Background: an optimization exercise with open tools, aiming at small area, a short achievable clock period and few clock cycles per item. Do not read the settings as production practice.
RTL that was checked went through simulation tests only; none was proved equivalent to the original.
For runs 2 to 8, only the layout was checked, not whether the RTL still works.

File: design/flow/config.mk
export PLATFORM = sky130hd
export DESIGN_NAME = cordic
export DESIGN_NICKNAME = cordic
export VERILOG_FILES = /design/flow/design.v
export SDC_FILE = /design/flow/constraint.sdc
export NUM_CORES = 4
export LEC_CHECK = 0
export CAP_MARGIN = 20
export CORE_MARGIN = 2
export CORE_UTILIZATION = 40
export SLEW_MARGIN = 20
File: design/flow/run.sh
#!/bin/bash
# synth_recipe.tcl (not shown) runs the flow's synth.tcl, then flattens the netlist and writes it again
# the make line also repeats each setting of config.mk as NAME=value (left out here)
make -C /OpenROAD-flow-scripts/flow DESIGN_CONFIG=/design/flow/config.mk WORK_HOME=/design/flow/orfs CLKGATE_MAP_FILE= SYNTH_SCRIPT=/design/flow/synth_recipe.tcl finish
File: design/flow/design.v
module cordic #(parameter WIDTH = 32, ITER = 16)(
    input clk,
    input rst,
    input start,
    input mode,  
    input signed [WIDTH-1:0] x_in,
    input signed [WIDTH-1:0] y_in,
    input signed [WIDTH-1:0] z_in,
    output signed [WIDTH-1:0] x_out,
    output signed [WIDTH-1:0] y_out,
    output signed [WIDTH-1:0] z_out,
    output reg done
);
    localparam signed [WIDTH-1:0] K = 32'sd19898;   
    reg signed [WIDTH-1:0] x, y, z;
    reg [3:0] i;       
    reg busy;
    reg mode_r;        
    function signed [WIDTH-1:0] atan_table;
        input [3:0] idx;
        case (idx)
            4'd0:  atan_table = 32'sd25736;
            4'd1:  atan_table = 32'sd15192;
            4'd2:  atan_table = 32'sd8027;
            4'd3:  atan_table = 32'sd4074;
            4'd4:  atan_table = 32'sd2045;
            4'd5:  atan_table = 32'sd1023;
            4'd6:  atan_table = 32'sd511;
            4'd7:  atan_table = 32'sd256;
            4'd8:  atan_table = 32'sd128;
            4'd9:  atan_table = 32'sd64;
            4'd10: atan_table = 32'sd32;
            4'd11: atan_table = 32'sd16;
            4'd12: atan_table = 32'sd8;
            4'd13: atan_table = 32'sd4;
            4'd14: atan_table = 32'sd2;
            default: atan_table = 32'sd1;
        endcase
    endfunction
    wire m = busy ? mode_r : mode;
    wire signed [WIDTH-1:0] xa = busy ? x : (mode ? x_in : K);
    wire signed [WIDTH-1:0] ya = busy ? y : (mode ? y_in : {WIDTH{1'b0}});
    wire signed [WIDTH-1:0] za = busy ? z : (mode ? {WIDTH{1'b0}} : z_in);
    wire signed [WIDTH-1:0] xs = busy ? (x >>> i) : xa;
    wire signed [WIDTH-1:0] ys = busy ? (y >>> i) : ya;
    wire d = m ? ya[WIDTH-1] : ~za[WIDTH-1];
    wire signed [WIDTH-1:0] xn = d ? xa - ys : xa + ys;
    wire signed [WIDTH-1:0] yn = d ? ya + xs : ya - xs;
    wire signed [WIDTH-1:0] zn = d ? za - atan_table(i) : za + atan_table(i);
    wire step = busy | start;
    always @(posedge clk) begin
        if (step) begin
            x <= xn;
            y <= yn;
            z <= zn;
        end
    end
    always @(posedge clk or posedge rst) begin
        if (rst) begin
            busy <= 1'b0;
            done <= 1'b0;
            i <= 4'd0;
            mode_r <= 1'b0;
        end else begin
            done <= busy & (i == ITER - 1);
            if (step)
                i <= i + 4'd1;
            if (!busy && start) begin
                busy <= 1'b1;
                mode_r <= mode;
            end else if (i == ITER - 1) begin
                busy <= 1'b0;
            end
        end
    end
    assign x_out = x;
    assign y_out = y;
    assign z_out = z;
endmodule
File: design/flow/constraint.sdc
create_clock -name core_clock -period 7.0 [get_ports {clk}]
set_input_delay 1.4000 -clock core_clock [delete_from_list [all_inputs] [get_ports {clk}]]
set_output_delay 1.4000 -clock core_clock [all_outputs]
set_load 0.01 [all_outputs]
==> results.cfg, run 1 <==
[status]
status = complete, no violations

[route]
antenna_left = 0
wl_per_cell_um = 23.9
vias = 14600
wl_um = 54800
viasPerCell = 6.36
route.detailed.drc = 0
drtIter0Drc = 1600
firstDrtPassIters = 6

[floorplanning]
io_pins = 197
coreArea_mm2 = 0.0364
start_util_pct = 40.5
rows = 70
dieArea_mm2 = 0.0384
fp.dieW_um = 196
die_y_um = 196

[yosys]
synth_xor_area_share_pct = 9.29
synth_mux_area_share_pct = 16.0
syn_inst = 1664
syn-cell-area_mm2 = 0.0148
yosys.cell_types.count = 80
async_flop_share_pct = 6.80
yosysTopAreaCellShare_pct = 19.5
synth_top_area_cell = edfxtp_1
synthAdderAreaFrac_pct = 9.90
synthFlopType = edfxtp_1
syn_nets = 1879
yosys_warnings = 1
yosys.area_share.simple_pct = 14.8
syn_area_per_cell_um2 = 8.87
ys_top_cells_by_area = edfxtp_1, mux4_2, ha_1, xnor2_1, nand2_1
seq_area_frac_synth_pct = 20.7
synth-edff-count = 96
synth_top_family_by_area = compound AO/OA/AOI/OAI gates
synth_compound_area_share_pct = 25.0
ys_seq_elements = 103

[clocking]
path_clk_slew_ns = 0.09
postCtsSetupBuffers = 0
hold_buffers = 0
cts_made_buffers = 9
cts_tree = built
cts_resized = 0
cts_root_buf = clkbuf_16
cts_sinks = 103
cts_max_level = 3
clockBufferDepth = 2
clk_latency_ns = 0.39

[critical_path]
startpoint_type = input port
critPathMaxFanout = 40
startpoint = mode
reg2regPathDepth = 19
rr_startpoint = i[1]
cp_data_arrival_time_ns = 6.53
rrSetupSlack_ns = 0.62
worstSetupPathType = in -> reg
critPathCaptureType = flop
r2r_end = x[29]
required_ns = 7.14

[sta]
setup_tns_ns = 0
maxSlewViolCount = 0
slew_headroom_pct = 49.2
max_freq_mhz = 157
layout_min_cycle_time_ns = 6.38
clock_skew_ns = 0.0147
worst_pin_slew_ns = 0.743
finalSetupViolCount = 0
fin_crit_sh_pct = 91.2
hold_viol = 0
rsz0062_at_grt = false

[grt]
grt_max_degree = 59
grt_pass1_vias = 13900
grtUsageTotal_pct = 28.2
grt_overflow = 0
grt_pass1_wl_um = 83300
antenna_found_initial = 0

[final_layout]
drive_above_1_share_pct = 10.0
syn_to_final_growth_pct = 19.2
final_nets = 2031
antennaDiodeCount = 0

[worst_hold_path]
hold_path_class = reg -> reg
min_from = mode_r
holdPathStages = 2
whs_endpoint = mode_r

[placement]
place_congestion = 0.990
dp_hpwl_um = 42200
portBuffers = 196

[job]
drv_cap = 0
## cell usage after synthesis, drive strengths merged (7+ instances only)
library cell	n
a211oi	10
dfrtp	7
a21o	43
o211ai	21
a22oi	25
o31ai	14
mux2	9
or2	8
o21a	19
nand2b	29
mux4	82
nor2	105
a21oi	133
buf	39
xor2	55
a31oi	28
clkbuf	58
nor4	7
and2	9
nand2	186
o221ai	9
o22ai	7
or3	7
inv	47
a21boi	8
and3	18
ha	112
o21bai	9
mux2i	40
nand3	25
a2111oi	7
edfxtp	96
nor3	24
nor2b	16
o21ai	99
nand4	12
a31o	11
xnor2	99
a22o	61
## metrics by stage
stage	hold slack [ns]	cells	utilization, %	setup WS, ns	instance area (µm²)
after floorplan	0.638	1664	-	0.912	14800
after global placement	0.656	2273	47.4	0.277	17300
after detailed placement	0.667	2273	47.4	0.221	17300
after CTS	0.686	2289	48.3	0.609	17600
after global routing	0.768	2289	48.3	0.212	17600
final	0.684	2289	48.3	0.619	17600
## layer usage
metal  routed length, µm  vias up  track usage, %
li1                    -     6691               -
met1               23700     7004            37.8
met2               25300      738            46.3
met3                3930      122            3.87
met4                1870        0            10.7
met5                   0        -           0.639
## worst max-delay path by stage
| stage | to | cells after the start |
|---|---|---|
| 3_5_place_dp | x[29] | 20 |
| 5_1_grt | x[29] | 19 |
| 4_1_cts | x[29] | 20 |
| 6_report | x[29] | 20 |
| 2_1_floorplan | z[30] | 27 |
| 3_3_place_gp | x[29] | 20 |
## cells in the final DEF, fill, tap and decap left out, drive strengths merged, types with 11 or more instances in the layout
cell type,count
a31oi,28
ha,112
o211ai,21
mux2i,40
inv,49
edfxtp,96
and3,18
buf,42
nand2b,29
xnor2,99
clkdlybuf4s50,196
a21oi,133
nand2,186
nand3,25
o21a,19
nand4,12
o31ai,14
a31o,11
nor3,24
a22oi,25
xor2,55
nor2,105
nor2b,16
a21o,43
o21ai,99
mux4,82
a22o,61
## critical path, cell delays in order
cell and delay [ns]:
clkdlybuf4s50_1 0.58, nor2b_4 0.23, buf_12 0.19, a22oi_1 0.20, o211ai_1 0.14, nor4_1 0.42
and3_1 0.26, nand2_1 0.15, or3_1 0.51, o31ai_1 0.30, xor2_1 0.19, ha_1 0.35
a21o_1 0.22, o21bai_1 0.17, nand2_1 0.07, o31ai_1 0.06, a31oi_1 0.24, a21oi_1 0.16
mux2i_1 0.14, or4_1 0.51
## registers in the layout, indices dropped and copies added, names as in the netlist
register / flops
y: 32
z: 32
mode_r: 1
done: 1
i: 4
x: 32
busy: 1
## layout make-up
type,count,area [µm²]
fill,3540,18800
clock buffer,10,239
inverter,49,186
sequential,103,3070
multi-input combinational,1415,11100
timing repair buffer,238,2330
clock inverter,6,76.3
tap,468,586
## logic make-up (layout without fill, tap and decap cells)
family                   count (synthesis)  after routing
flip-flops                             103            103
AND/OR/NAND/NOR                        467            467
multiplexers                           131            131
AO/OA/AOI/OAI                          547            547
adder cells (fa/ha/maj)                115            115
buffers and inverters                  146            303
XOR/XNOR                               155            155
Testbench counts, summed over its fixed seeds: cycles 54,392, ops 3,200.
==> run 2, diff against run 1 <==
--- a/design/flow/design.v
+++ b/design/flow/design.v
@@ -49,11 +49,9 @@
     wire signed [WIDTH-1:0] zn = d ? za - atan_table(i) : za + atan_table(i);
     wire step = busy | start;
     always @(posedge clk) begin
-        if (step) begin
-            x <= xn;
-            y <= yn;
-            z <= zn;
-        end
+        x <= xn;
+        y <= yn;
+        z <= zn;
     end
     always @(posedge clk or posedge rst) begin
         if (rst) begin
--- a/design/flow/config.mk
+++ b/design/flow/config.mk
@@ -8,4 +8,5 @@
 export CAP_MARGIN = 20
 export CORE_MARGIN = 2
 export CORE_UTILIZATION = 40
+export SETUP_SLACK_MARGIN = 3
 export SLEW_MARGIN = 20
==> run 2 against run 1 <==
Net effect: register-to-register slack better by 1.0 ns; maximum frequency up 19%; worst hold slack worse by 0.046 ns; synthesized area down 6.8%; first-iteration DRC count up 24%; count of clock-buffer cells in the layout up 2; worst setup slack better by 1.0 ns; die area down 6.7%.
==> results.cfg, run 2 <==
[status]
status = complete, no violations

[yosys]
yosys.cell_types.count = 85
synth_xor_area_share_pct = 10.1
yosysTopAreaCellShare_pct = 14.0
yosys.area_share.simple_pct = 15.2
yosysMostFrequentCell = nand2_1
synth_top_family_by_area = compound AO/OA/AOI/OAI gates
syn-cell-area_mm2 = 0.0137
async_flop_share_pct = 6.80
yosys-top-cells-count = nand2_1, a21oi_1, nor2_1
synthAdderAreaFrac_pct = 10.6
syn_nets = 1864
synth-edff-count = 0
ys_top_cells_by_area = dfxtp_1, mux4_2, ha_1, xnor2_1, a21oi_1
synthFlopType = dfxtp_1
synth_top_area_cell = dfxtp_1
ys_seq_elements = 103
synth_compound_area_share_pct = 26.5
syn_area_per_cell_um2 = 8.34
seq_area_frac_synth_pct = 15.3
synth_mux_area_share_pct = 17.2
syn_inst = 1649
yosys_warnings = 1

[grt]
antenna_found_initial = 0
grt_overflow = 0
grtUsageTotal_pct = 31.7
grt_pass1_wl_um = 87700
grt_max_degree = 42
grt_pass1_vias = 15100

[critical_path]
required_ns = 7.33
startpoint_type = flop
worstSetupPathType = reg -> reg
critPathCaptureType = flop
r2r_end = x[29]
rr_startpoint = i[1]
reg2regPathDepth = 23
cp_data_arrival_time_ns = 5.70
rrSetupSlack_ns = 1.63
critPathMaxFanout = 5

[clocking]
path_clk_slew_ns = 0.08
cts_max_level = 3
cts_tree = built
clockBufferDepth = 2
cts_made_buffers = 9
cts_sinks = 103
clk_latency_ns = 0.40
cts_root_buf = clkbuf_16
hold_buffers = 0

[final_layout]
antennaDiodeCount = 0
layout.cells.most_common = clkdlybuf4s50_1
final_nets = 2234
top_regs = x: 32 flops, y: 32 flops, z: 32 flops
fin_util_pct = 61.9
drive_above_1_share_pct = 35.4
final_cell_mix = clkdlybuf4s50_1, buf_4, nand2_1, nor2_1, dfxtp_1
syn_to_final_growth_pct = 51.6

[worst_hold_path]
min_from = y[0]
holdPathStages = 3
whs_endpoint = y[0]
hold_path_class = reg -> reg

[sta]
rsz0062_at_grt = true
slew_headroom_pct = 39.9
clock_skew_ns = 0.0112
max_freq_mhz = 186
worst_pin_slew_ns = 0.892
maxSlewViolCount = 0
setup_tns_ns = 0
fin_crit_sh_pct = 76.7
layout_min_cycle_time_ns = 5.37
finalSetupViolCount = 0
hold_viol = 0

[floorplanning]
die_y_um = 189
dieArea_mm2 = 0.0359
fp.dieW_um = 189
rows = 67
io_pins = 197
start_util_pct = 40.8
coreArea_mm2 = 0.0337

[route]
viasPerCell = 6.35
wl_per_cell_um = 24.7
route.detailed.drc = 0
drtIter0Drc = 1982
antenna_left = 0
firstDrtPassIters = 6
wl_um = 61000
vias = 15700

[placement]
dp_hpwl_um = 40900
place_congestion = 0.961
portBuffers = 196

[job]
drv_cap = 0
run 2: cell types whose count changed in the layout (fill, tap and decap cells not counted), sizes merged, moves of 11 or more:
cell	delta
and3	-11
inv	+14
buf	+211
nand2	-19
o21ai	-14
edfxtp	-96
dfxtp	+96
nor2	+18
run 2: cell type report:
| class | count | area, µm² |
|---|---|---|
| multi-input cells | 1389 | 13200 |
| fillers | 2775 | 12900 |
| repair buffers | 450 | 4410 |
| flip-flops and latches | 103 | 2120 |
| well taps | 448 | 561 |
| inverters | 66 | 277 |
| clock buffers | 12 | 246 |
| clock inverters | 4 | 32.5 |
run 2: timing repair:
item	4_1_cts	5_1_grt
cloned	6	0
gates resized for setup	276	197
buffers inserted	158	56
pin swaps	120	149
setup endpoints to repair	84	74
run 2: per-stage QoR:
stage	hold WS [ns]	cells	instance area, µm²	setup WS, ns
after global routing	0.702	2472	20800	1.49
after global placement	0.616	2236	16500	0.588
after detailed placement	0.603	2236	16500	0.517
after CTS	0.627	2416	19400	1.74
final	0.639	2472	20800	1.63
after floorplan	0.619	1649	14200	1.90
run 2: worst max-delay path by stage:
stage,cells past startpoint,endpoint,startpoint,slack [ns]
2_1_floorplan,20,y[30],mode,1.90
3_3_place_gp,21,x[29],mode,0.59
3_5_place_dp,21,x[29],mode,0.52
4_1_cts,21,y[30],i[1],1.74
5_1_grt,23,x[29],i[1],1.49
6_report,23,x[29],i[1],1.63
run 2: cell families after synthesis:
kind of cell,Yosys count
flops,103
buf+inv,157
xor+xnor,159
fa+ha+maj,115
simple gates,446
compound gates,532
mux,137
run 2: layer usage:
metal	global-route usage (%)	routed length [µm]
met2	50.5	27800
met1	41.6	24500
met4	12.2	2630
met3	7.60	6090
met5	0	0
run 2: critical path, cell delays in order, from the launching register on:
cell	delay, ns
dfrtp_4	0.53
buf_12	0.15
buf_12	0.15
buf_16	0.14
mux4_2	0.57
mux2i_4	0.23
o221a_2	0.26
nand2_1	0.15
nor2_4	0.18
nand4_1	0.12
buf_6	0.16
o31ai_4	0.20
xor2_2	0.28
ha_4	0.28
nand4_1	0.16
o21bai_1	0.11
o221ai_2	0.27
o2111ai_4	0.19
a31oi_4	0.31
o21ai_4	0.10
o41ai_4	0.34
o21bai_1	0.14
a21oi_2	0.15
xnor2_1	0.12
==> run 3, diff against run 2 <==
--- a/design/flow/config.mk
+++ b/design/flow/config.mk
@@ -8,5 +8,5 @@
 export CAP_MARGIN = 20
 export CORE_MARGIN = 2
 export CORE_UTILIZATION = 40
-export SETUP_SLACK_MARGIN = 3
+export SETUP_SLACK_MARGIN = 4
 export SLEW_MARGIN = 20
==> run 3 against run 2 <==
Net effect: non-clock buffer count is 15 lower; synthesized cell count stayed put; sequential share of layout area is 0.23 points higher; via count is 1.8% lower; sequential cell count stayed put; utilization is 0.68 points lower; cell area is 1.1% lower.
==> results.cfg, run 3 <==
[yosys]
yosys-top-cells-count = nand2_1, a21oi_1, nor2_1
synth_top_area_cell = dfxtp_1
yosysMostFrequentCell = nand2_1
syn_nets = 1864
yosys.cell_types.count = 85
synth-edff-count = 0
synthFlopType = dfxtp_1
yosys_warnings = 1
syn_inst = 1649
ys_seq_elements = 103
syn_area_per_cell_um2 = 8.34
ys_top_cells_by_area = dfxtp_1, mux4_2, ha_1, xnor2_1, a21oi_1
yosysTopAreaCellShare_pct = 14.0
syn-cell-area_mm2 = 0.0137
async_flop_share_pct = 6.80
seq_area_frac_synth_pct = 15.3

[placement]
dp_hpwl_um = 39800
dp_slack_ns = 0.549
portBuffers = 196
place_congestion = 0.950

[clocking]
cts_max_level = 3
path_clk_slew_ns = 0.09
clk_latency_ns = 0.40
cts_root_buf = clkbuf_16
clockBufferDepth = 2
cts_tree = built
cts_sinks = 103
cts_made_buffers = 9

[floorplanning]
coreArea_mm2 = 0.0337
rows = 67
dieArea_mm2 = 0.0359
start_util_pct = 40.8
io_pins = 197
die_y_um = 189
fp.dieW_um = 189

[sta]
slew_headroom_pct = 49.0
layout_min_cycle_time_ns = 5.35
max_freq_mhz = 187
clock_skew_ns = 0.0143
hold_viol = 0
maxSlewViolCount = 0
setup_tns_ns = 0
finalSetupViolCount = 0
rsz0062_at_grt = true
worst_slack_ns = 1.65
fin_crit_sh_pct = 76.4
worst_pin_slew_ns = 0.756

[route]
wl_met3_um = 5480
vias = 15400
route.top_layer_used = met4
wl_per_cell_um = 24.3
viasPerCell = 6.27
drt-met1-wl_um = 24100
drtIter0Drc = 1528
antenna_left = 0
wl_met2_um = 27700
route.detailed.drc = 0
wl_um = 59600
firstDrtPassIters = 5

[final_layout]
fin_util_pct = 61.2
final_cell_mix = clkdlybuf4s50_1, buf_4, nand2_1, nor2_1, a21oi_1
antennaDiodeCount = 0
final_nets = 2219
drive_above_1_share_pct = 35.5
final.fill_count = 2851
syn_to_final_growth_pct = 50.0
layout.cells.most_common = clkdlybuf4s50_1
top_regs = x: 32 flops, y: 32 flops, z: 32 flops

[grt]
grtUsageTotal_pct = 31.3
grt_overflow = 0
grt_max_degree = 41
grt_pass1_wl_um = 86700
antenna_found_initial = 0
grt_pass1_vias = 14900

[status]
status = complete, no violations

[critical_path]
cp_data_arrival_time_ns = 5.68
critPathCaptureType = flop
critPathMaxFanout = 5
startpoint = i[1]
rrSetupSlack_ns = 1.65
crit_end = y[30]
startpoint_type = flop
worstSetupPathType = reg -> reg
rr_startpoint = i[1]
required_ns = 7.33
reg2regPathDepth = 21
r2r_end = y[30]

[job]
drv_cap = 0

[worst_hold_path]
hold_path_class = reg -> reg
-- run 3: cell counts after synthesis --
No cell type changed its count.
-- run 3: area by class of cell --
type / instances / area [µm²] / area share [%]
timing repair buffer: 435 / 4320 / 21.0
multi-input combinational: 1389 / 13000 / 63.0
inverter: 66 / 280 / 1.36
clock buffer: 11 / 254 / 1.23
sequential: 103 / 2140 / 10.4
clock inverter: 5 / 70.1 / 0.340
tap: 448 / 561 / 2.72
-- run 3: through the flow --
stage | instance area [µm²] | instances | hold WS, ns
after floorplan | 14300 | 1649 | 0.619
after global placement | 16500 | 2235 | 0.587
after detailed placement | 16500 | 2235 | 0.589
after CTS | 18900 | 2382 | 0.616
after global routing | 20600 | 2457 | 0.659
final | 20600 | 2457 | 0.625
-- run 3: worst min-delay path by stage --
| stage | slack, ns | start | endpoint | cells past startpoint |
|---|---|---|---|---|
| 2_1_floorplan | 0.62 | y[0] | y[0] | 3 |
| 3_3_place_gp | 0.59 | y[0] | y[0] | 3 |
| 3_5_place_dp | 0.59 | y[0] | y[0] | 3 |
| 4_1_cts | 0.62 | y[0] | y[0] | 3 |
| 5_1_grt | 0.66 | y[0] | y[0] | 3 |
| 6_report | 0.63 | y[0] | y[0] | 3 |
-- run 3: per-layer routing --
layer | up-vias | global-route usage (%)
li1 | 6895 | -
met1 | 7460 | 41.2
met2 | 897 | 51.4
met3 | 163 | 5.41
met4 | 0 | 12.0
met5 | - | 0
-- run 3: repair_timing --
item | in CTS | in global routing
pin swaps | 114 | 126
endpoints found under the setup margin | 106 | 100
hold buffers | 0 | 0
gates resized for setup | 236 | 213
setup buffers | 128 | 70
gates cloned | 3 | 5
-- run 3: critical path, cell delays in order, from the launching register on --
cell	delay (ns)
dfrtp_4	0.51
buf_12	0.16
mux4_2	0.51
mux4_2	0.53
a21oi_4	0.24
buf_6	0.14
and4_4	0.22
and3_4	0.25
nand2_2	0.09
o21ai_2	0.18
xnor2_2	0.13
ha_2	0.30
a21oi_2	0.16
o21bai_1	0.11
a21o_1	0.22
a221oi_4	0.33
o31ai_2	0.11
a21oi_2	0.18
a2111oi_2	0.09
or3_1	0.35
o31ai_2	0.30
xnor2_1	0.14
-- run 3: cells by family after synthesis --
group,synth area share [%]
flops,15.3
compound gates,26.5
xor+xnor,10.1
fa+ha+maj,10.6
buf+inv,5.08
mux,17.2
simple gates,15.2
==> run 4, diff against run 3 <==
--- a/design/flow/design.v
+++ b/design/flow/design.v
@@ -37,21 +37,49 @@
             default: atan_table = 32'sd1;
         endcase
     endfunction
-    wire m = busy ? mode_r : mode;
-    wire signed [WIDTH-1:0] xa = busy ? x : (mode ? x_in : K);
-    wire signed [WIDTH-1:0] ya = busy ? y : (mode ? y_in : {WIDTH{1'b0}});
-    wire signed [WIDTH-1:0] za = busy ? z : (mode ? {WIDTH{1'b0}} : z_in);
-    wire signed [WIDTH-1:0] xs = busy ? (x >>> i) : xa;
-    wire signed [WIDTH-1:0] ys = busy ? (y >>> i) : ya;
-    wire d = m ? ya[WIDTH-1] : ~za[WIDTH-1];
-    wire signed [WIDTH-1:0] xn = d ? xa - ys : xa + ys;
-    wire signed [WIDTH-1:0] yn = d ? ya + xs : ya - xs;
-    wire signed [WIDTH-1:0] zn = d ? za - atan_table(i) : za + atan_table(i);
-    wire step = busy | start;
+    function [WIDTH-1:0] addsub;
+        input [WIDTH-1:0] a;
+        input [WIDTH-1:0] b;
+        input sub;
+        reg [WIDTH-1:0] bb, p, g, pp, gg, pn, gn;
+        integer l, k;
+        begin
+            bb = b ^ {WIDTH{sub}};
+            p = a ^ bb;
+            g = a & bb;
+            g[0] = g[0] | (p[0] & sub);
+            gg = g;
+            pp = p;
+            for (l = 1; l < WIDTH; l = l * 2) begin
+                gn = gg;
+                pn = pp;
+                for (k = l; k < WIDTH; k = k + 1) begin
+                    gn[k] = gg[k] | (pp[k] & gg[k-l]);
+                    pn[k] = pp[k] & pp[k-l];
+                end
+                gg = gn;
+                pp = pn;
+            end
+            addsub = p ^ {gg[WIDTH-2:0], sub};
+        end
+    endfunction
+    wire signed [WIDTH-1:0] xs = x >>> i;
+    wire signed [WIDTH-1:0] ys = y >>> i;
+    wire d = mode_r ? y[WIDTH-1] : ~z[WIDTH-1];
+    wire signed [WIDTH-1:0] xn = addsub(x, ys, d);
+    wire signed [WIDTH-1:0] yn = addsub(y, xs, ~d);
+    wire signed [WIDTH-1:0] zn = addsub(z, atan_table(i), d);
+    wire load = start & ~busy;
     always @(posedge clk) begin
-        x <= xn;
-        y <= yn;
-        z <= zn;
+        if (load) begin
+            x <= mode ? x_in : K;
+            y <= mode ? y_in : {WIDTH{1'b0}};
+            z <= mode ? {WIDTH{1'b0}} : z_in;
+        end else begin
+            x <= xn;
+            y <= yn;
+            z <= zn;
+        end
     end
     always @(posedge clk or posedge rst) begin
         if (rst) begin
@@ -61,9 +89,9 @@
             mode_r <= 1'b0;
         end else begin
             done <= busy & (i == ITER - 1);
-            if (step)
+            if (busy)
                 i <= i + 4'd1;
-            if (!busy && start) begin
+            if (load) begin
                 busy <= 1'b1;
                 mode_r <= mode;
             end else if (i == ITER - 1) begin
==> design/flow/flow/run.sh (new file) <==
#!/bin/bash
# The standard layout, with plain buf_1 cells as the port buffers instead of
# the delay buffers buffer_ports picks by default. The make output goes to
# make.log in the work folder; each ORFS step keeps its own log under orfs/logs.
set -euo pipefail
export BUFFER_PORTS_ARGS="-buffer_cell sky130_fd_sc_hd__buf_1"
bash standard.sh finish > make.log 2>&1
==> design/flow/standard.sh (new file) <==
#!/bin/bash
# synth_recipe.tcl (not shown) runs the flow's synth.tcl, then flattens the netlist and writes it again
# the make line also repeats each setting of config.mk as NAME=value (left out here)
make -C /OpenROAD-flow-scripts/flow DESIGN_CONFIG=/design/flow/config.mk WORK_HOME=/design/flow/orfs CLKGATE_MAP_FILE= SYNTH_SCRIPT=/design/flow/synth_recipe.tcl "${@:-finish}"
--- a/design/flow/config.mk
+++ b/design/flow/config.mk
@@ -5,8 +5,8 @@
 export SDC_FILE = /design/flow/constraint.sdc
 export NUM_CORES = 4
 export LEC_CHECK = 0
+export ABC_AREA = 1
 export CAP_MARGIN = 20
 export CORE_MARGIN = 2
 export CORE_UTILIZATION = 40
-export SETUP_SLACK_MARGIN = 4
 export SLEW_MARGIN = 20
removed: design/flow/run.sh
==> run 4 against run 3 <==
Net effect: count of clock-buffer cells in the layout shrank 1; worst setup slack gained 0.43 ns; critical path depth shrank 6; utilization shrank 16 points; die area shrank 12%; first-iteration DRC count shrank 43%; global-route usage shrank 3.8 points; cell area shrank 35%; sequential cell count is the same; non-clock buffer count shrank 230; sequential share of layout area grew 5.3 points; worst hold slack lost 0.068 ns.
==> results.cfg, run 4 <==
[status]
status = complete, no violations

[final_layout]
layout.cells.most_common = nand2_1
final_nets = 2339
drive_above_1_share_pct = 3.27
top_regs = x: 32 flops, y: 32 flops, z: 32 flops
syn_to_final_growth_pct = 10.8
final_cell_mix = nand2_1, o21ai_0, buf_1, a21oi_1, nand3_1
antennaDiodeCount = 0
fin_cells = 2529

[sta]
layout_min_cycle_time_ns = 4.92
worst_slack_ns = 2.08
worst_pin_slew_ns = 1.08
setup_tns_ns = 0
maxSlewViolCount = 0
rsz0062_at_grt = false
clock_skew_ns = 0.0114
slew_headroom_pct = 28.0
finalSetupViolCount = 0
fin_crit_sh_pct = 70.2
max_freq_mhz = 203
hold_viol = 0

[critical_path]
slowest_delay_ns = 1.05
critPathMaxFanout = 66
critical_path.cell_chain = inv_2 > nand3_1 > o21ai_0 > o21ai_0 > mux2i_1 > xor2_1 > ha_1 > nand2_1 > nor4_1 > nand3_1 > nand3_1 > nand2_1 > nand2_1 > nand2_1 > a32o_1
startpoint_type = flop
critPathMostFrequentCell = nand2_1
worstSetupPathType = reg -> reg
r2r_end = x[24]
rr_startpoint = i[1]
cp_data_arrival_time_ns = 5.20
critPathCaptureType = flop
required_ns = 7.28
reg2regPathDepth = 15
rrSetupSlack_ns = 2.08
critPathSlowestCell = dfrtp_2

[floorplanning]
rows = 63
io_pins = 197
dieArea_mm2 = 0.0317
die_y_um = 178
coreArea_mm2 = 0.0297
start_util_pct = 40.8
fp.dieW_um = 178

[yosys]
syn-cell-area_mm2 = 0.0121
yosys-top-cells-count = nand2_1, o21ai_0, a21oi_1
syn_nets = 2201
syn_inst = 1996
yosysMostFrequentCell = nand2_1
async_flop_share_pct = 6.80
seq_area_frac_synth_pct = 17.3
yosys.cell_types.count = 50
synth_top_area_cell = nand2_1
ys_seq_elements = 103
yosys_warnings = 1
syn_area_per_cell_um2 = 6.07
ys_top_cells_by_area = nand2_1, dfxtp_1, ha_1, o21ai_0, a21oi_1
yosysTopAreaCellShare_pct = 18.7
synth-edff-count = 0
synthFlopType = dfxtp_1

[grt]
grt_pass1_wl_um = 67700
antenna_found_initial = 0
grtUsageTotal_pct = 27.5
grt_overflow = 0
grt_max_degree = 70
grt_pass1_vias = 12700

[placement]
dp.cells = 2513
dp_slack_ns = 2.19
portBuffers = 196
dp_hpwl_um = 35300
place_congestion = 0.903

[clocking]
cts_max_level = 3
cts_sinks = 103
postCtsSetupBuffers = 0
cts_made_buffers = 9
cts_tree = built
clockBufferDepth = 2
cts_resized = 0
cts_root_buf = clkbuf_16
clk_latency_ns = 0.39
path_clk_slew_ns = 0.08
hold_buffers = 0

[route]
viasPerCell = 5.40
firstDrtPassIters = 7
wl_um = 44400
drtIter0Drc = 878
wl_per_cell_um = 17.6
antenna_left = 0
route.detailed.drc = 0
vias = 13700

[worst_hold_path]
whs_endpoint = i[0]
hold_path_class = reg -> reg
min_from = busy
holdPathStages = 1

[job]
drv_cap = 0
## run 4: area by class of cell
cell class	count	area (µm²)
clock inverters	6	109
fillers	3363	16300
clock buffers	10	229
inverters	149	561
multi-input cells	1666	9130
flip-flops and latches	103	2100
well taps	390	488
repair buffers	205	803
## run 4: routing by layer
metal / track usage (%) / routed length, µm
met3: 3.73 / 2230
met5: 0 / 0
met2: 48.1 / 21400
met4: 8.03 / 945
met1: 35.2 / 19800
## run 4: cell families (layout without fill, tap and decap cells)
family | after synthesis | count (layout) | synth area share, %
fa+ha+maj | 105 | 105 | 11.0
mux | 29 | 29 | 2.41
flops | 103 | 103 | 17.3
compound gates | 491 | 491 | 22.6
xor+xnor | 101 | 101 | 7.30
simple gates | 940 | 940 | 31.8
buf+inv | 227 | 370 | 7.54
## run 4: worst max-delay path: cells and delay by family, from the launching register on
| kind | cells | cell delay [ns] |
|---|---|---|
| simple gates | 8 | 1.58 |
| mux | 1 | 0.17 |
| flops | 1 | 1.05 |
| compound gates | 3 | 0.82 |
| fa+ha+maj | 1 | 0.39 |
| xor+xnor | 1 | 0.17 |
| buf+inv | 1 | 0.62 |
## run 4: worst max-delay path by stage
stage                     startpoint     to  slack (ns)  cells after the start
after floorplan                 i[1]  z[25]        3.55                     21
after global placement          i[1]  z[24]        2.25                     16
after detailed placement        i[1]  z[24]        2.19                     16
after CTS                       i[1]  z[24]        2.19                     16
after global routing            i[1]  x[24]        1.54                     16
final                           i[1]  x[24]        2.08                     15
## run 4: per-stage QoR
stage	util (%)	area, µm²	hold slack (ns)
6_report	45.1	13400	0.557
5_1_grt	45.1	13400	0.601
4_1_cts	45.1	13400	0.564
3_5_place_dp	44.0	13100	0.555
3_3_place_gp	44.0	13100	0.553
2_1_floorplan	-	12100	0.474
==> run 5, diff against run 4 <==
--- a/design/flow/config.mk
+++ b/design/flow/config.mk
@@ -9,4 +9,5 @@
 export CAP_MARGIN = 20
 export CORE_MARGIN = 2
 export CORE_UTILIZATION = 40
+export SETUP_SLACK_MARGIN = 3.5
 export SLEW_MARGIN = 20
==> run 5 against run 4 <==
Net effect: routed wire length increased by 7.7%; register-to-register slack improved by 1.3 ns; cell area increased by 15%; die area unchanged; critical path type unchanged.
==> results.cfg, run 5 <==
[yosys]
syn_area_per_cell_um2 = 6.07
ys_seq_elements = 103
yosysTopAreaCellShare_pct = 18.7
syn_nets = 2201
yosys_warnings = 1
yosysMostFrequentCell = nand2_1
synthFlopType = dfxtp_1
synth_top_area_cell = nand2_1
syn-cell-area_mm2 = 0.0121
yosys-top-cells-count = nand2_1, o21ai_0, a21oi_1
ys_top_cells_by_area = nand2_1, dfxtp_1, ha_1, o21ai_0, a21oi_1
syn_inst = 1996
synth-edff-count = 0
seq_area_frac_synth_pct = 17.3
async_flop_share_pct = 6.80
yosys.cell_types.count = 50

[final_layout]
fin_util_pct = 51.8
final_cell_area_mm2 = 0.0154
fin_cells = 2619
final_cell_mix = nand2_1, buf_1, nand3_1, inv_1, a21oi_1
syn_to_final_growth_pct = 27.0
top_regs = x: 32 flops, y: 32 flops, z: 32 flops
final_nets = 2429
layout.cells.most_common = nand2_1
antennaDiodeCount = 0
drive_above_1_share_pct = 16.0

[critical_path]
reg2regPathDepth = 20
startpoint_type = flop
critPathSlowestCell = dfrtp_2
slowest_delay_ns = 0.48
startpoint = i[0]
rrSetupSlack_ns = 3.42
required_ns = 7.28
critPathCaptureType = flop
crit_end = y[30]
cp_data_arrival_time_ns = 3.85
critPathMaxFanout = 18
worstSetupPathType = reg -> reg
r2r_end = y[30]
critical_path.cell_chain = buf_4 > buf_16 > nand2_1 > o21ai_1 > o21ai_1 > a21boi_0 > nand2_1 > o21ai_0 > xor2_1 > ha_1 > nand2_2 > nor2_2 > nand2_1 > nor4_2 > nand2_1 > o211ai_1 > nand2_1 > nand2_1 > nand2_1 > a32o_1
rr_startpoint = i[0]
critPathMostFrequentCell = nand2_1

[clocking]
cts_max_level = 3
hold_buffers = 0
cts_root_buf = clkbuf_16
path_clk_slew_ns = 0.08
clockBufferDepth = 2
cts_tree = built
clk_latency_ns = 0.39
cts_made_buffers = 9
cts_sinks = 103

[placement]
dp.cells = 2513
dp_slack_ns = 2.19
place_congestion = 0.903
dpl_cell_area_mm2 = 0.0131
portBuffers = 196
dp_hpwl_um = 35300

[sta]
setup_tns_ns = 0
fin_crit_sh_pct = 51.1
finalSetupViolCount = 0
slew_headroom_pct = 52.9
worst_pin_slew_ns = 0.705
worst_hold_slack_ns = 0.563
hold_viol = 0
clock_skew_ns = 0.0120
max_freq_mhz = 280
worst_slack_ns = 3.42
maxSlewViolCount = 0
layout_min_cycle_time_ns = 3.58
rsz0062_at_grt = true

[route]
viasPerCell = 5.51
vias = 14400
antenna_left = 0
drtIter0Drc = 990
firstDrtPassIters = 5
wl_um = 47900
route.detailed.drc = 0
wl_per_cell_um = 18.3

[grt]
grtUsageTotal_pct = 28.3
antenna_found_initial = 0
grt_pass1_vias = 13100
grt_max_degree = 68
grt_overflow = 0
grt_pass1_wl_um = 69600

[worst_hold_path]
hold_path_class = reg -> reg
holdPathStages = 1

[floorplanning]
fp.dieW_um = 178
rows = 63
dieArea_mm2 = 0.0317
die_y_um = 178
coreArea_mm2 = 0.0297
io_pins = 197
start_util_pct = 40.8

[status]
status = complete, no violations

[job]
drv_cap = 0
[run 5: cell counts after synthesis]
No cell type changed its count.
[run 5: worst max-delay path: cells and delay by family (launching register included)]
family	cells	cell delay (ns)
buffers and inverters	2	0.32
XOR/XNOR	1	0.17
AND/OR/NAND/NOR	10	1.11
flip-flops	1	0.48
adder cells (fa/ha/maj)	1	0.37
AO/OA/AOI/OAI	6	1.01
[run 5: metal layers]
| metal | GRT usage [%] | wire length, µm | vias to the layer above |
|---|---|---|---|
| li1 | - | - | 7222 |
| met5 | 0 | 0 | - |
| met3 | 3.69 | 2880 | 89 |
| met1 | 36.2 | 20700 | 6581 |
| met2 | 49.0 | 22700 | 528 |
| met4 | 9.73 | 1590 | 0 |
[run 5: repair_timing]
| action | in CTS | in global routing |
|---|---|---|
| endpoints found under the setup margin | 92 | 60 |
| pin swaps | 16 | 91 |
| gates cloned | 5 | 5 |
| setup buffers | 16 | 64 |
| gates resized for setup | 92 | 286 |
[run 5: cell type report]
type	count	area, µm²
repair buffers	293	1700
fillers	3159	14300
repair inverters	2	36.3
clock inverters	6	109
flip-flops and latches	103	2100
multi-input cells	1666	10100
well taps	390	488
clock buffers	10	229
inverters	149	622
[run 5: cell families (layout without fill, tap and decap cells)]
logic type      count (synthesis)  count (layout)  share of synthesized area [%]
compound gates                491             491                           22.6
xor+xnor                      101             101                           7.30
fa+ha+maj                     105             105                           11.0
buf+inv                       227             460                           7.54
flops                         103             103                           17.3
mux                            29              29                           2.41
simple gates                  940             940                           31.8
[run 5: worst min path at each step]
stage / endpoint / startpoint / slack (ns)
floorplan: mode_r / mode_r / 0.47
global placement: i[0] / busy / 0.55
detailed placement: i[0] / busy / 0.55
CTS: i[0] / busy / 0.56
global route: i[0] / busy / 0.60
finish: i[0] / busy / 0.56
==> run 6, diff against run 5 <==
--- a/design/flow/design.v
+++ b/design/flow/design.v
@@ -42,24 +42,78 @@
         input [WIDTH-1:0] b;
         input sub;
         reg [WIDTH-1:0] bb, p, g, pp, gg, pn, gn;
-        integer l, k;
         begin
             bb = b ^ {WIDTH{sub}};
             p = a ^ bb;
             g = a & bb;
             g[0] = g[0] | (p[0] & sub);
-            gg = g;
-            pp = p;
-            for (l = 1; l < WIDTH; l = l * 2) begin
-                gn = gg;
-                pn = pp;
-                for (k = l; k < WIDTH; k = k + 1) begin
-                    gn[k] = gg[k] | (pp[k] & gg[k-l]);
-                    pn[k] = pp[k] & pp[k-l];
-                end
-                gg = gn;
-                pp = pn;
-            end
+            gg = g; pp = p; gn = g; pn = p;
+                gn[1] = gg[1] | (pp[1] & gg[0]); pn[1] = pp[1] & pp[0];
+                gn[3] = gg[3] | (pp[3] & gg[2]); pn[3] = pp[3] & pp[2];
+                gn[5] = gg[5] | (pp[5] & gg[4]); pn[5] = pp[5] & pp[4];
+                gn[7] = gg[7] | (pp[7] & gg[6]); pn[7] = pp[7] & pp[6];
+                gn[9] = gg[9] | (pp[9] & gg[8]); pn[9] = pp[9] & pp[8];
+                gn[11] = gg[11] | (pp[11] & gg[10]); pn[11] = pp[11] & pp[10];
+                gn[13] = gg[13] | (pp[13] & gg[12]); pn[13] = pp[13] & pp[12];
+                gn[15] = gg[15] | (pp[15] & gg[14]); pn[15] = pp[15] & pp[14];
+                gn[17] = gg[17] | (pp[17] & gg[16]); pn[17] = pp[17] & pp[16];
+                gn[19] = gg[19] | (pp[19] & gg[18]); pn[19] = pp[19] & pp[18];
+                gn[21] = gg[21] | (pp[21] & gg[20]); pn[21] = pp[21] & pp[20];
+                gn[23] = gg[23] | (pp[23] & gg[22]); pn[23] = pp[23] & pp[22];
+                gn[25] = gg[25] | (pp[25] & gg[24]); pn[25] = pp[25] & pp[24];
+                gn[27] = gg[27] | (pp[27] & gg[26]); pn[27] = pp[27] & pp[26];
+                gn[29] = gg[29] | (pp[29] & gg[28]); pn[29] = pp[29] & pp[28];
+                gn[31] = gg[31] | (pp[31] & gg[30]); pn[31] = pp[31] & pp[30];
+                gg = gn; pp = pn;
+                gn[3] = gg[3] | (pp[3] & gg[1]); pn[3] = pp[3] & pp[1];
+                gn[7] = gg[7] | (pp[7] & gg[5]); pn[7] = pp[7] & pp[5];
+                gn[11] = gg[11] | (pp[11] & gg[9]); pn[11] = pp[11] & pp[9];
+                gn[15] = gg[15] | (pp[15] & gg[13]); pn[15] = pp[15] & pp[13];
+                gn[19] = gg[19] | (pp[19] & gg[17]); pn[19] = pp[19] & pp[17];
+                gn[23] = gg[23] | (pp[23] & gg[21]); pn[23] = pp[23] & pp[21];
+                gn[27] = gg[27] | (pp[27] & gg[25]); pn[27] = pp[27] & pp[25];
+                gn[31] = gg[31] | (pp[31] & gg[29]); pn[31] = pp[31] & pp[29];
+                gg = gn; pp = pn;
+                gn[7] = gg[7] | (pp[7] & gg[3]); pn[7] = pp[7] & pp[3];
+                gn[15] = gg[15] | (pp[15] & gg[11]); pn[15] = pp[15] & pp[11];
+                gn[23] = gg[23] | (pp[23] & gg[19]); pn[23] = pp[23] & pp[19];
+                gn[31] = gg[31] | (pp[31] & gg[27]); pn[31] = pp[31] & pp[27];
+                gg = gn; pp = pn;
+                gn[15] = gg[15] | (pp[15] & gg[7]); pn[15] = pp[15] & pp[7];
+                gn[31] = gg[31] | (pp[31] & gg[23]); pn[31] = pp[31] & pp[23];
+                gg = gn; pp = pn;
+                gn[31] = gg[31] | (pp[31] & gg[15]); pn[31] = pp[31] & pp[15];
+                gg = gn; pp = pn;
+                gn[23] = gg[23] | (pp[23] & gg[15]); pn[23] = pp[23] & pp[15];
+                gg = gn; pp = pn;
+                gn[11] = gg[11] | (pp[11] & gg[7]); pn[11] = pp[11] & pp[7];
+                gn[19] = gg[19] | (pp[19] & gg[15]); pn[19] = pp[19] & pp[15];
+                gn[27] = gg[27] | (pp[27] & gg[23]); pn[27] = pp[27] & pp[23];
+                gg = gn; pp = pn;
+                gn[5] = gg[5] | (pp[5] & gg[3]); pn[5] = pp[5] & pp[3];
+                gn[9] = gg[9] | (pp[9] & gg[7]); pn[9] = pp[9] & pp[7];
+                gn[13] = gg[13] | (pp[13] & gg[11]); pn[13] = pp[13] & pp[11];
+                gn[17] = gg[17] | (pp[17] & gg[15]); pn[17] = pp[17] & pp[15];
+                gn[21] = gg[21] | (pp[21] & gg[19]); pn[21] = pp[21] & pp[19];
+                gn[25] = gg[25] | (pp[25] & gg[23]); pn[25] = pp[25] & pp[23];
+                gn[29] = gg[29] | (pp[29] & gg[27]); pn[29] = pp[29] & pp[27];
+                gg = gn; pp = pn;
+                gn[2] = gg[2] | (pp[2] & gg[1]); pn[2] = pp[2] & pp[1];
+                gn[4] = gg[4] | (pp[4] & gg[3]); pn[4] = pp[4] & pp[3];
+                gn[6] = gg[6] | (pp[6] & gg[5]); pn[6] = pp[6] & pp[5];
+                gn[8] = gg[8] | (pp[8] & gg[7]); pn[8] = pp[8] & pp[7];
+                gn[10] = gg[10] | (pp[10] & gg[9]); pn[10] = pp[10] & pp[9];
+                gn[12] = gg[12] | (pp[12] & gg[11]); pn[12] = pp[12] & pp[11];
+                gn[14] = gg[14] | (pp[14] & gg[13]); pn[14] = pp[14] & pp[13];
+                gn[16] = gg[16] | (pp[16] & gg[15]); pn[16] = pp[16] & pp[15];
+                gn[18] = gg[18] | (pp[18] & gg[17]); pn[18] = pp[18] & pp[17];
+                gn[20] = gg[20] | (pp[20] & gg[19]); pn[20] = pp[20] & pp[19];
+                gn[22] = gg[22] | (pp[22] & gg[21]); pn[22] = pp[22] & pp[21];
+                gn[24] = gg[24] | (pp[24] & gg[23]); pn[24] = pp[24] & pp[23];
+                gn[26] = gg[26] | (pp[26] & gg[25]); pn[26] = pp[26] & pp[25];
+                gn[28] = gg[28] | (pp[28] & gg[27]); pn[28] = pp[28] & pp[27];
+                gn[30] = gg[30] | (pp[30] & gg[29]); pn[30] = pp[30] & pp[29];
+                gg = gn; pp = pn;
             addsub = p ^ {gg[WIDTH-2:0], sub};
         end
     endfunction
==> design/flow/flow/run.sh (replaced) <==
#!/bin/bash
# The standard layout with two changes: plain buf_1 cells as the port buffers
# (buffer_ports otherwise picks delay buffers), and no adder-cell mapping in
# synthesis (ADDER_MAP_FILE empty), so abc maps the adders' prefix logic from
# gates instead of ha/fa cells. Registers and their names are unchanged.
# make's output goes to make.log here; each ORFS step keeps its own log under orfs/logs.
set -euo pipefail
export BUFFER_PORTS_ARGS="-buffer_cell sky130_fd_sc_hd__buf_1"
bash standard.sh ADDER_MAP_FILE= finish > make.log 2>&1
--- a/design/flow/config.mk
+++ b/design/flow/config.mk
@@ -9,5 +9,5 @@
 export CAP_MARGIN = 20
 export CORE_MARGIN = 2
 export CORE_UTILIZATION = 40
-export SETUP_SLACK_MARGIN = 3.5
+export SETUP_SLACK_MARGIN = 4
 export SLEW_MARGIN = 20
==> run 6 against run 5 <==
Net effect: cell area rose by 2.3%; count of clock-buffer cells in the layout fell by 1; utilization rose by 4.8 points; worst hold slack improved by 0.059 ns; non-clock buffer count fell by 6; cell count rose by 2.4%; critical path depth rose by 4; critical path type unchanged.
==> results.cfg, run 6 <==
[critical_path]
critPathMaxFanout = 5
worstSetupPathType = reg -> reg
critical_path.cell_chain = buf_12 > buf_16 > buf_4 > nand2_2 > nand3_2 > nand3_2 > nand3_1 > nand2_2 > nand2_2 > nand2_2 > nor2_1 > inv_2 > nand2_2 > nor2_4 > nand2_1 > nor2_2 > nand2_4 > nand2_4 > nand2_4 > nand2_4 > buf_4 > inv_2 > or2_0 > a32o_1
cp_num_buf_inv = 6
startpoint_type = flop
required_ns = 7.26
crit_family = simple AND/OR/NAND/NOR gates
slowest_delay_ns = 0.52
critPathMostFrequentCell = nand2_2
critPathCaptureType = flop
cp_data_arrival_time_ns = 3.48
critPathSlowestCell = dfrtp_2

[clocking]
path_clk_slew_ns = 0.09
cts_sinks = 103
clockBufferDepth = 2
cts_tree = built
cts_made_buffers = 9
hold_buffers = 0
cts_max_level = 3
clk_latency_ns = 0.38
cts_root_buf = clkbuf_16

[sta]
layout_min_cycle_time_ns = 3.21
rsz0062_at_grt = true
worst_pin_slew_ns = 0.713
slew_headroom_pct = 52.3
finalSetupViolCount = 0
hold_viol = 0
clock_skew_ns = 0.0154
worst_slack_ns = 3.79
setup_tns_ns = 0
max_freq_mhz = 311
fin_crit_sh_pct = 45.9
maxSlewViolCount = 0

[yosys]
yosys_warnings = 1
synthFlopType = dfxtp_1
synthAdderAreaFrac_pct = 0.0882
yosys.cell_types.count = 54
synth_compound_area_share_pct = 13.1
yosysTopAreaCellShare_pct = 27.5
yosys.area_share.simple_pct = 52.9
synth-edff-count = 0
ys_top_cells_by_area = nand2_1, nand3_1, dfxtp_1, inv_1, nor2_1
yosysMostFrequentCell = nand2_1
yosys-top-cells-count = nand2_1, nand3_1, inv_1
ys_seq_elements = 103
synth_mux_area_share_pct = 0
syn_area_per_cell_um2 = 5.46
seq_area_frac_synth_pct = 18.5
async_flop_share_pct = 6.80
synth_xor_area_share_pct = 4.51
synth_top_family_by_area = simple AND/OR/NAND/NOR gates
syn_nets = 2181
synth_top_area_cell = nand2_1
syn_inst = 2081
syn-cell-area_mm2 = 0.0114

[grt]
antenna_found_initial = 2
grt_pass1_vias = 12800
grt_max_degree = 61
grtUsageTotal_pct = 27.3
grt_overflow = 0
grt_pass1_wl_um = 64000

[final_layout]
drive_above_1_share_pct = 26.9
top_regs = x: 32 flops, y: 32 flops, z: 32 flops
layout.cells.most_common = nand2_1
seqCellArea_mm2 = 0.00211
multi_input_area_mm2 = 0.0101
final_cell_mix = nand2_1, nand3_1, buf_1, nand3_2, nand2_2
syn_to_final_growth_pct = 38.7
final_nets = 2398
final_cell_area_mm2 = 0.0158
final.fill_count = 2801
fin_util_pct = 56.5

[floorplanning]
coreArea_mm2 = 0.0279
dieArea_mm2 = 0.0297
start_util_pct = 40.8
die_y_um = 172
io_pins = 197
fp.dieW_um = 172
rows = 61

[route]
viasPerCell = 5.51
wl_um = 45300
wl_per_cell_um = 16.9
route.detailed.drc = 0
vias = 14800
firstDrtPassIters = 6
antenna_left = 0
drtIter0Drc = 1209

[status]
status = complete, no violations

[job]
drv_cap = 0

[placement]
portBuffers = 196
place_congestion = 0.874
dp_hpwl_um = 28400
dpl_cell_area_mm2 = 0.0121
dp_slack_ns = 2.45

[worst_hold_path]
hold_path_class = reg -> reg
[run 6: per-stage QoR]
stage | hold slack [ns] | instances
after floorplan | 0.560 | 2081
after global placement | 0.588 | 2574
after detailed placement | 0.602 | 2574
after CTS | 0.616 | 2634
after global routing | 0.643 | 2681
final | 0.622 | 2682
[run 6: layout make-up]
cell class / count / share of cell area, %
diodes: 1 / 0.0159
clock buffers: 9 / 1.43
clock inverters: 7 / 0.516
inverters: 182 / 4.97
multi-input cells: 1708 / 64.1
flip-flops and latches: 103 / 13.4
well taps: 378 / 3.00
repair buffers: 287 / 12.0
repair inverters: 7 / 0.620
[run 6: cells by family (layout without fill, tap and decap cells)]
| logic type | count (synthesis) | in the layout |
|---|---|---|
| simple gates | 1408 | 1408 |
| buf+inv | 271 | 492 |
| compound gates | 242 | 243 |
| flops | 103 | 103 |
| xor+xnor | 56 | 56 |
| fa+ha+maj | 1 | 1 |
| other cells | 0 | 1 |
[run 6: per-layer routing]
| layer | share of wire [%] | track usage [%] | wire length [µm] |
|---|---|---|---|
| met1 | 42 | 36.7 | 19200 |
| met3 | 9.2 | 5.77 | 4160 |
| met2 | 44 | 43.4 | 20100 |
| met5 | 0 | 0 | 0 |
| met4 | 4.1 | 9.32 | 1860 |
[run 6: worst paths after layout]
path,startpoint,endpoint,slack (ns),cells after the start
min in group asynchronous,rst,done,0.94,2
worst min register to register,busy,i[0],0.62,1
max in group asynchronous,rst,i[2],5.83,2
worst max-delay path,i[0],x[24],3.79,24
worst max register to register,i[0],x[24],3.79,24
worst min-delay path,busy,i[0],0.62,1
[run 6: what timing repair did]
item / CTS / global route
setup endpoints to repair: 94 / 72
pin swaps: 9 / 119
cloned: 12 / 12
buffers inserted: 32 / 35
gates resized for setup: 161 / 451
==> run 7, diff against run 6 <==
--- a/design/flow/config.mk
+++ b/design/flow/config.mk
@@ -9,5 +9,5 @@
 export CAP_MARGIN = 20
 export CORE_MARGIN = 2
 export CORE_UTILIZATION = 40
-export SETUP_SLACK_MARGIN = 4
+export SETUP_SLACK_MARGIN = 4.5
 export SLEW_MARGIN = 20
==> run 7 against run 6 <==
Net effect: still clean; worst hold slack improved by 0.0097 ns; cell count up 4.3%; non-clock buffer count rose by 115; first-iteration DRC count increased by 2.1%; synthesized area stayed put; synthesized cell count stayed put; global-route usage increased by 3.6 points; largest cell class unchanged.
==> results.cfg, run 7 <==
[status]
status = complete, no violations

[clocking]
clockBufferDepth = 2
cts_made_buffers = 9
cts_root_buf = clkbuf_16
path_clk_slew_ns = 0.10
cts_sinks = 103
cts_tree = built
clk_latency_ns = 0.38
cts_max_level = 3

[final_layout]
fin_cells = 2796
seqCellArea_mm2 = 0.00214
syn_to_final_growth_pct = 52.6
drive_above_1_share_pct = 35.4
top_regs = x: 32 flops, y: 32 flops, z: 32 flops
final_nets = 2513
multi_input_area_mm2 = 0.0106
antennaDiodeCount = 0
fin_util_pct = 62.2
final_cell_area_mm2 = 0.0173
layout.cells.most_common = nand2_1
final_cell_mix = nand2_1, nand3_1, buf_1, nand2_2, nand3_2
final.fill_count = 2539

[route]
antenna_left = 0
route.detailed.drc = 0
firstDrtPassIters = 8
vias = 15500
drtIter0Drc = 1234
viasPerCell = 5.56
wl_um = 49700
wl_per_cell_um = 17.8

[floorplanning]
io_pins = 197
dieArea_mm2 = 0.0297
fp.dieW_um = 172
rows = 61
coreArea_mm2 = 0.0279
die_y_um = 172
start_util_pct = 40.8

[yosys]
synth_top_area_cell = nand2_1
seq_area_frac_synth_pct = 18.5
syn_inst = 2081
yosysMostFrequentCell = nand2_1
yosys.cell_types.count = 54
syn_area_per_cell_um2 = 5.46
yosys-top-cells-count = nand2_1, nand3_1, inv_1
ys_top_cells_by_area = nand2_1, nand3_1, dfxtp_1, inv_1, nor2_1
yosys_warnings = 1
synth-edff-count = 0
syn-cell-area_mm2 = 0.0114
async_flop_share_pct = 6.80
synthFlopType = dfxtp_1
ys_seq_elements = 103
yosysTopAreaCellShare_pct = 27.5
syn_nets = 2181

[critical_path]
required_ns = 7.27
slowest_delay_ns = 0.53
critPathMaxFanout = 6
worstSetupPathType = reg -> reg
startpoint_type = flop
critPathCaptureType = flop
reg2regPathDepth = 29
critPathSlowestCell = dfrtp_4
cp_data_arrival_time_ns = 3.64

[sta]
fin_crit_sh_pct = 48.1
worst_pin_slew_ns = 0.624
hold_viol = 0
rsz0062_at_grt = true
layout_min_cycle_time_ns = 3.37
worst_slack_ns = 3.63
slew_headroom_pct = 58.4
maxSlewViolCount = 0
max_freq_mhz = 297
setup_tns_ns = 0
finalSetupViolCount = 0
clock_skew_ns = 0.0166

[job]
drv_cap = 0

[worst_hold_path]
holdPathStages = 1
hold_path_class = reg -> reg

[grt]
grtUsageTotal_pct = 30.9
grt_max_degree = 64
grt_pass1_vias = 14400
antenna_found_initial = 2
grt_pass1_wl_um = 73000
grt_overflow = 0

[placement]
dpl_cell_area_mm2 = 0.0121
dp_slack_ns = 2.56
dp_hpwl_um = 29100
portBuffers = 196
place_congestion = 0.929
dp.cells = 2575
-- run 7: metal layers --
| metal | share of wire, % | track usage [%] |
|---|---|---|
| met5 | 0.026 | 0 |
| met4 | 4.0 | 11.9 |
| met2 | 46 | 50.8 |
| met3 | 9.3 | 6.36 |
| met1 | 40 | 39.6 |
-- run 7: path summary, 6_finish.rpt --
check	startpoint	endpoint	slack, ns
worst max register to register	i[0]	y[31]	3.63
max in group asynchronous	rst	i[1]	5.82
min in group asynchronous	rst	i[2]	0.92
worst min-delay path	busy	i[2]	0.63
worst min register to register	busy	i[2]	0.63
worst max-delay path	i[0]	y[31]	3.63
-- run 7: cell type report --
| type | instances | area share (%) |
|---|---|---|
| Inverter | 182 | 4.44 |
| Clock inverter | 7 | 0.506 |
| Timing Repair Buffer | 402 | 16.7 |
| Sequential cell | 103 | 12.4 |
| Multi-Input combinational cell | 1707 | 61.3 |
| Clock buffer | 9 | 1.30 |
| Timing Repair inverter | 8 | 0.600 |
| Tap cell | 378 | 2.73 |
-- run 7: critical path: cells and delay by family (launching register included) --
family / cells / cell delay (ns)
flip-flops: 1 / 0.53
buffers and inverters: 4 / 0.53
AND/OR/NAND/NOR: 25 / 2.17
-- run 7: what timing repair did --
| action | in CTS | in global routing |
|---|---|---|
| resized for setup | 601 | 219 |
| hold buffers | 0 | 0 |
| buffers inserted | 133 | 51 |
| cloned | 18 | 3 |
| endpoints found under the hold margin | 0 | 0 |
| endpoints found under the setup margin | 105 | 117 |
| pin swaps | 122 | 91 |
-- run 7: metrics by stage --
stage | hold WS [ns]
6_report | 0.632
5_1_grt | 0.661
3_5_place_dp | 0.596
2_1_floorplan | 0.560
3_3_place_gp | 0.600
4_1_cts | 0.608
-- run 7: logic make-up (layout without fill, tap and decap cells) --
| kind of cell | after synthesis | in the layout | share of synthesized area [%] |
|---|---|---|---|
| adder cells (fa/ha/maj) | 1 | 1 | 0.0882 |
| flip-flops | 103 | 103 | 18.5 |
| AO/OA/AOI/OAI | 242 | 242 | 13.1 |
| XOR/XNOR | 56 | 56 | 4.51 |
| AND/OR/NAND/NOR | 1408 | 1408 | 52.9 |
| buffers and inverters | 271 | 608 | 11.0 |
==> run 8, diff against run 7 <==
--- a/design/flow/config.mk
+++ b/design/flow/config.mk
@@ -9,5 +9,5 @@
 export CAP_MARGIN = 20
 export CORE_MARGIN = 2
 export CORE_UTILIZATION = 40
-export SETUP_SLACK_MARGIN = 4.5
+export SETUP_SLACK_MARGIN = 3.5
 export SLEW_MARGIN = 20
==> run 8 against run 7 <==
Net effect: cell area decreased by 24%; synthesized cell count unchanged; critical endpoint unchanged; global-route usage is 5.4 points lower.
==> results.cfg, run 8 <==
[critical_path]
critPathMostFrequentCell = nand2_1
slowest_delay_ns = 0.47
critPathMaxFanout = 20
worstSetupPathType = reg -> reg
rr_startpoint = i[0]
crit_end = y[31]
rrSetupSlack_ns = 3.69
cp_data_arrival_time_ns = 3.58
required_ns = 7.27
critPathCaptureType = flop
startpoint = i[0]
reg2regPathDepth = 30
r2r_end = y[31]
critPathSlowestCell = dfrtp_2
startpoint_type = flop

[floorplanning]
die_y_um = 172
io_pins = 197
coreArea_mm2 = 0.0279
start_util_pct = 40.8
fp.dieW_um = 172
dieArea_mm2 = 0.0297
rows = 61

[yosys]
ys_top_cells_by_area = nand2_1, nand3_1, dfxtp_1, inv_1, nor2_1
synth-edff-count = 0
syn_nets = 2181
synth_top_area_cell = nand2_1
syn_inst = 2081
synthFlopType = dfxtp_1
yosys.cell_types.count = 54
async_flop_share_pct = 6.80
yosys-top-cells-count = nand2_1, nand3_1, inv_1
syn-cell-area_mm2 = 0.0114
yosysMostFrequentCell = nand2_1
yosys_warnings = 1
ys_seq_elements = 103
yosysTopAreaCellShare_pct = 27.5
seq_area_frac_synth_pct = 18.5
syn_area_per_cell_um2 = 5.46

[sta]
slew_headroom_pct = 37.9
layout_min_cycle_time_ns = 3.31
hold_viol = 0
max_freq_mhz = 302
worst_pin_slew_ns = 0.926
finalSetupViolCount = 0
maxSlewViolCount = 0
setup_tns_ns = 0
clock_skew_ns = 0.0171
fin_crit_sh_pct = 47.3
rsz0062_at_grt = true
worst_hold_slack_ns = 0.603

[worst_hold_path]
hold_path_class = reg -> reg

[final_layout]
top_regs = x: 32 flops, y: 32 flops, z: 32 flops
drive_above_1_share_pct = 6.73
multi_input_area_mm2 = 0.00818
layout.cells.most_common = nand2_1
seqCellArea_mm2 = 0.00211
final.fill_count = 3110
syn_to_final_growth_pct = 15.2
final_nets = 2338
fin_util_pct = 47.0
final_cell_mix = nand2_1, nand3_1, buf_1, inv_1, nor2_1

[status]
status = complete, no violations

[clocking]
hold_buffers = 0
clk_latency_ns = 0.38
cts_tree = built
path_clk_slew_ns = 0.09
cts_max_level = 3
cts_sinks = 103
clockBufferDepth = 2
cts_made_buffers = 9
cts_root_buf = clkbuf_16

[route]
vias = 13900
drtIter0Drc = 1225
route.detailed.drc = 0
drt-met1-wl_um = 18700
wl_met3_um = 3530
antenna_left = 0
firstDrtPassIters = 7
wl_met2_um = 17500
viasPerCell = 5.31
wl_um = 40600
wl_per_cell_um = 15.5
route.top_layer_used = met4

[placement]
dp_hpwl_um = 28400
portBuffers = 196
place_congestion = 0.874

[grt]
grt_overflow = 0
grt_max_degree = 81
grt_pass1_vias = 12200
antenna_found_initial = 2
grt_pass1_wl_um = 60200
grtUsageTotal_pct = 25.5

[job]
drv_cap = 0
-- run 8: cell counts after synthesis --
Identical to the previous run, type by type.
-- run 8: repair_timing --
item                       4_1_cts  5_1_grt
pin swaps                        1        8
cloned                           1        8
setup buffers                    4       18
setup endpoints to repair       83       62
gates resized for setup         23       57
-- run 8: worst min-delay path by stage --
stage / from / to / cells after the start
6_report: busy / i[0] / 1
3_3_place_gp: busy / i[0] / 1
3_5_place_dp: busy / i[0] / 1
2_1_floorplan: mode_r / mode_r / 2
4_1_cts: busy / i[0] / 1
5_1_grt: busy / i[0] / 1
-- run 8: logic make-up after synthesis --
kind of cell             after synthesis  synth area share, %
flip-flops                           103                 18.5
adder cells (fa/ha/maj)                1               0.0882
AO/OA/AOI/OAI                        242                 13.1
AND/OR/NAND/NOR                     1408                 52.9
buffers and inverters                271                 11.0
XOR/XNOR                              56                 4.51
-- run 8: per-stage QoR --
step / instance area, µm² / cells / worst slack (ns)
final: 13100 / 2622 / 3.69
after global placement: 12100 / 2574 / 2.48
after floorplan: 11400 / 2081 / 4.37
after detailed placement: 12100 / 2574 / 2.45
after global routing: 13100 / 2621 / 3.43
after CTS: 12500 / 2595 / 3.47
-- run 8: per-layer routing --
metal / track usage (%) / up-vias
met2: 40.0 / 520
met5: 0 / -
met3: 5.20 / 55
li1: - / 7119
met4: 7.71 / 0
met1: 35.1 / 6238
-- run 8: layout make-up --
| cell class | count | area share, % |
|---|---|---|
| multi-input cells | 1708 | 62.5 |
| clock inverters | 7 | 0.622 |
| diodes | 1 | 0.0191 |
| well taps | 378 | 3.62 |
| clock buffers | 9 | 1.72 |
| repair inverters | 2 | 0.153 |
| inverters | 182 | 6.03 |
| flip-flops and latches | 103 | 16.1 |
| repair buffers | 232 | 9.25 |
-- run 8: worst max-delay path, delay by kind of cell, from the launching register on --
| kind | cells | cell delay [ns] |
|---|---|---|
| buffers and inverters | 2 | 0.39 |
| DFF | 1 | 0.47 |
| and+or+nand+nor | 28 | 2.31 |

what the ideal ports hide:
How much do the figures lean on ideal ports? The routed layouts below were timed once more, with nothing changed but the port constraints. Step 1, drivers: a clkbuf_16 drives clk and a buf_2 each remaining input, both assumed. Step 2 times the ports against the registers' clock, not the clock port: input delays grow and output delays shrink by t, the midpoint of the rising clock arrivals with the driver on. Slacks: ideal / step 1 / step 2; pairs: ideal / step 1.
run | shift t [ns] | setup WS [ns] | hold WS [ns] | worst setup path at the end
run 1 | 0.441 | 0.619 / 0.624 / 0.204 | 0.684 / 0.684 / 0.684 | input to register
run 2 | 0.444 | 1.631 / 1.631 / 1.263 | 0.639 / 0.639 / 0.639 | input to register
run 3 | 0.451 | 1.651 / 1.651 / 1.268 | 0.625 / 0.625 / 0.625 | input to register
run 4 | 0.437 | 2.084 / 2.084 / 2.084 | 0.557 / 0.557 / 0.557 | register to register
run 5 | 0.436 | 3.424 / 3.424 / 3.424 | 0.563 / 0.563 / 0.563 | register to register
run 6 | 0.426 | 3.786 / 3.786 / 3.786 | 0.622 / 0.622 / 0.622 | register to register
run 7 | 0.427 | 3.632 / 3.632 / 3.632 | 0.632 / 0.632 / 0.632 | register to register
run 8 | 0.424 | 3.692 / 3.692 / 3.379 | 0.603 / 0.603 / 0.603 | input to register
After both steps every run listed still meets setup and hold. For run 1, which loses most, drivers alone change the setup slack by +0.005 ns; drivers and shift together by -0.415 ns.
